What follows belongs to an exercise in optimizing a design on an open flow for small area; a production flow would make more cautious choices.
In this exercise RTL edits were held to simulation tests only and were not proved equivalent to the original.
No driver is modelled on the clock port, so clock power and skew are understated where the tree is cut down; a real chip needs a root buffer or a tree.

## main
## vga_writer
module vga_writer (
   input vclock,
   input reset,
   input [11:0] location,
   input [4:0] orientation,
   input [11:0] target_location,
   input new_data,
   input orientation_ready,
   input [10:0] hcount,
   input [9:0]  vcount,
   input hsync,
   input vsync,
   input blank,
   output phsync,
   output pvsync,
   output pblank,
   output [23:0] pixel
   );
   delayN #(.NDELAY(5)) hdelay (.clk(vclock),.in(hsync),.out(phsync));
   delayN #(.NDELAY(5)) vdelay (.clk(vclock),.in(vsync),.out(pvsync));
   delayN #(.NDELAY(5)) bdelay (.clk(vclock),.in(blank),.out(pblank));
   function [15:0] add16;
      input [15:0] a;
      input [15:0] b;
      input cin;
      integer i;
      reg c;
      begin
         c = cin;
         for (i = 0; i < 16; i = i + 1) begin
            add16[i] = a[i] ^ b[i] ^ c;
            c = (a[i] & b[i]) | (a[i] & c) | (b[i] & c);
         end
      end
   endfunction
   function ltu16;
      input [15:0] a;
      input [15:0] b;
      integer i;
      reg c;
      begin
         c = 1'b0;
         for (i = 0; i < 16; i = i + 1)
            c = (~a[i] & b[i]) | (~(a[i] ^ b[i]) & c);
         ltu16 = c;
      end
   endfunction
   function [17:0] p2c;      
      input [11:0] loc;
      reg [7:0] r;
      reg [1:0] c;
      reg sw, xn, c1, c2, c3, nz;
      reg [15:0] p9, p66, o1, o2, t, hi;
      reg [7:0] lo;
      begin
         r = loc[7:0];
         xn   = ((loc[11:8] == 4'd7) | (loc[11:8] == 4'd8) | (loc[11:8] == 4'd9) | (loc[11:8] == 4'd10) | (loc[11:8] == 4'd11) | (loc[11:8] == 4'd12));
         sw   = ((loc[11:8] == 4'd4) | (loc[11:8] == 4'd5) | (loc[11:8] == 4'd6) | (loc[11:8] == 4'd7) | (loc[11:8] == 4'd8));
  ...
Size in the first run: about 69 flip-flops, roughly 5900 µm² of cells after synthesis.
clock: 12.0 ns
lec_check: 0
cap_margin: 20
core_margin: 2
core_utilization: 65
slew_margin: 20
standard.sh (not shown) runs the stock make flow with config.mk's settings and CLKGATE_MAP_FILE= SYNTH_SCRIPT=/design/flow/synth_recipe.tcl, a recipe that flattens the netlist after the stock synthesis.
==> flow/flow/run.sh <==
#!/bin/bash
# Layout flow: the standard flow (standard.sh) with three changes.
# 1. Synthesis is ORFS's own synthesis script with the full-adder extraction
#    step off (ADDER_MAP_FILE empty, no Kogge-Stone adder map) and abc run with
#    an area script (flow/abc_deep.script: four rounds of &deepsyn, then amap
#    area mapping), so the arithmetic is optimised together with the logic
#    around it. Registers are inferred, mapped and named exactly as in the
#    standard synthesis.
# 2. Port buffers are the smallest buffer cell (buf_1) instead of the default.
# 3. Clock tree: flow/cts.tcl is ORFS's cts.tcl with clock_tree_synthesis
#    replaced by four clkbuf_8, one per quadrant of the registers, each at
#    the centre of its registers and fed from the clock port; the rest of the
#    step (placement legalisation, timing repair) is unchanged.
# Each step's full output goes to its own log here (synth.log, layout.log);
# ORFS's per-step logs are under orfs/logs.
set -euo pipefail
W=$(pwd)
mkdir -p "$W/syn_scripts" "$W/lay_scripts"
for f in "$FLOW_HOME"/scripts/*; do
  ln -sf "$f" "$W/syn_scripts/"
  ln -sf "$f" "$W/lay_scripts/"
done
rm -f "$W/syn_scripts/abc_area.script" "$W/lay_scripts/cts.tcl"
cp "$W/flow/abc_deep.script" "$W/syn_scripts/abc_area.script"
cp "$W/flow/cts.tcl" "$W/lay_scripts/cts.tcl"
SCRIPTS_DIR="$W/syn_scripts" ADDER_MAP_FILE= SYNTH_OPERATIONS_ARGS=-noshare ABC_AREA=1 \
  bash standard.sh synth > "$W/synth.log" 2>&1
SCRIPTS_DIR="$W/lay_scripts" FLOW_CLK_GROUPS=4 FLOW_CLK_BUF=sky130_fd_sc_hd__clkbuf_8 \
BUFFER_PORTS_ARGS="-buffer_cell sky130_fd_sc_hd__buf_1" \
  bash standard.sh > "$W/layout.log" 2>&1
Other scripts of this flow, unchanged in this note and not shown: flow/flow/abc_deep.script, flow/flow/cts.tcl
Setup changes, main to the feature branch
--- a/flow/design.v
+++ b/flow/design.v
@@ -82,37 +82,40 @@
          t   = add16(o1, o2, 1'b0);
          nz  = |t[7:0];
          hi  = add16({8'b0, r}, ~{8'b0, t[15:8]}, ~nz);
          lo  = c3 ? hi[7:0] : (c2 ? {2'b0, r[7:2]} : (c1 ? p66[15:8] : 8'd0));
          p2c = {1'b0, xn, sw ? lo : hi[7:0], sw ? hi[7:0] : lo};
       end
    endfunction
    reg [11:0] tloc;
-   reg        rxs;
-   reg [7:0]  rxv;
-   reg [7:0]  ry;
+   reg        nrxs;
+   reg [7:0]  nrxv;
+   reg [7:0]  nry;
    reg        rrst;    
    wire [17:0] pc  = p2c(vsync ? tloc : location);
    wire        pxs = ~pc[16];                     
    wire [7:0]  pxv = pc[15:8] ^ {8{pxs}};
    always @(posedge vclock) begin
       if (reset) begin
          rrst <= 1'b1;
-         rxs  <= 1'b0;
-         rxv  <= 8'd0;
-         ry   <= 8'd0;
+         nrxs <= 1'b1;
+         nrxv <= 8'hFF;
+         nry  <= 8'hFF;
       end else if (!vsync && (new_data | orientation_ready)) begin
          rrst <= 1'b0;
-         rxs  <= pxs;
-         rxv  <= pxv;
-         ry   <= pc[7:0];
+         nrxs <= ~pxs;
+         nrxv <= ~pxv;
+         nry  <= ~pc[7:0];
       end
       if (!reset && !vsync) tloc <= target_location;
    end
+   wire       rxs = ~nrxs;
+   wire [7:0] rxv = ~nrxv;
+   wire [7:0] ry  = ~nry;
    wire [15:0] hh = add16({6'b0, hcount[10:1]}, 16'hFF04, 1'b0);
    wire [15:0] vv = add16({7'b0, vcount[9:1]}, 16'hFF03, vcount[0]);
    wire [15:0] tz = add16(hh, {{8{pxs}}, pxv}, pxs);
    wire [15:0] tw = add16(vv, {8'b0, pc[7:0]}, 1'b0);
    wire tsq = (tz[15:3] == 13'd0) & (tw[15:3] == 13'd0);
    wire [15:0] rz = add16(hh, {{8{rxs}}, rxv}, rxs);
    wire [15:0] rw = add16(vv, {8'b0, ry}, 1'b0);
    wire rsq = (rz[15:3] == 13'd0) & (rw[15:3] == (rrst ? 13'd8 : 13'd0));
Results
The feature branch went all the way through synthesis, placement and routing and the layout is clean on timing, DRC and antenna. On maximum frequency, the lower figure sits with main, not the feature branch. The feature branch: number of inserted filler cells in the final layout is 21 lower than what main reported. The higher post-route worst setup slack of main and the feature branch is in the feature branch. Diff main -> the feature branch: inverter count lower, global-route usage over all layers lower.
No run of this note takes its clock network from TritonCTS; it comes from the design's own scripts or RTL.

==> separate check: timing with driven ports <==
Ports are ideal in the flow. The routed layouts listed here were re-timed in OpenROAD.
Step 1 assumes that a clkbuf_16 drives the clock port and a buf_2 every other input.
Step 2 moves the port delays by t, midway between the first and last clock arrival at a register: inputs arrive t later, outputs are due t later. That takes back most of the time a late clock gives input paths.
a / b / c = ideal / step 1 / step 2; a / b = the first two.
| run | t (ns) | slack for setup (ns) | worst hold slack (ns) | worst slew at a driven data input, ns | cell pins on the clock port's net |
|---|---|---|---|---|---|
| main | 0.223 | 1.674 / 1.707 / 1.484 | 0.336 / 0.336 / 0.336 | 0.04 | 4 |
| the feature branch | 0.210 | 2.373 / 2.396 / 2.186 | 0.330 / 0.330 / 0.330 | 0.04 | 4 |
After both steps setup and hold are still met in every run listed. The setup slack of main, which loses most, moves by +0.033 ns with the drivers and by -0.190 ns with both steps.
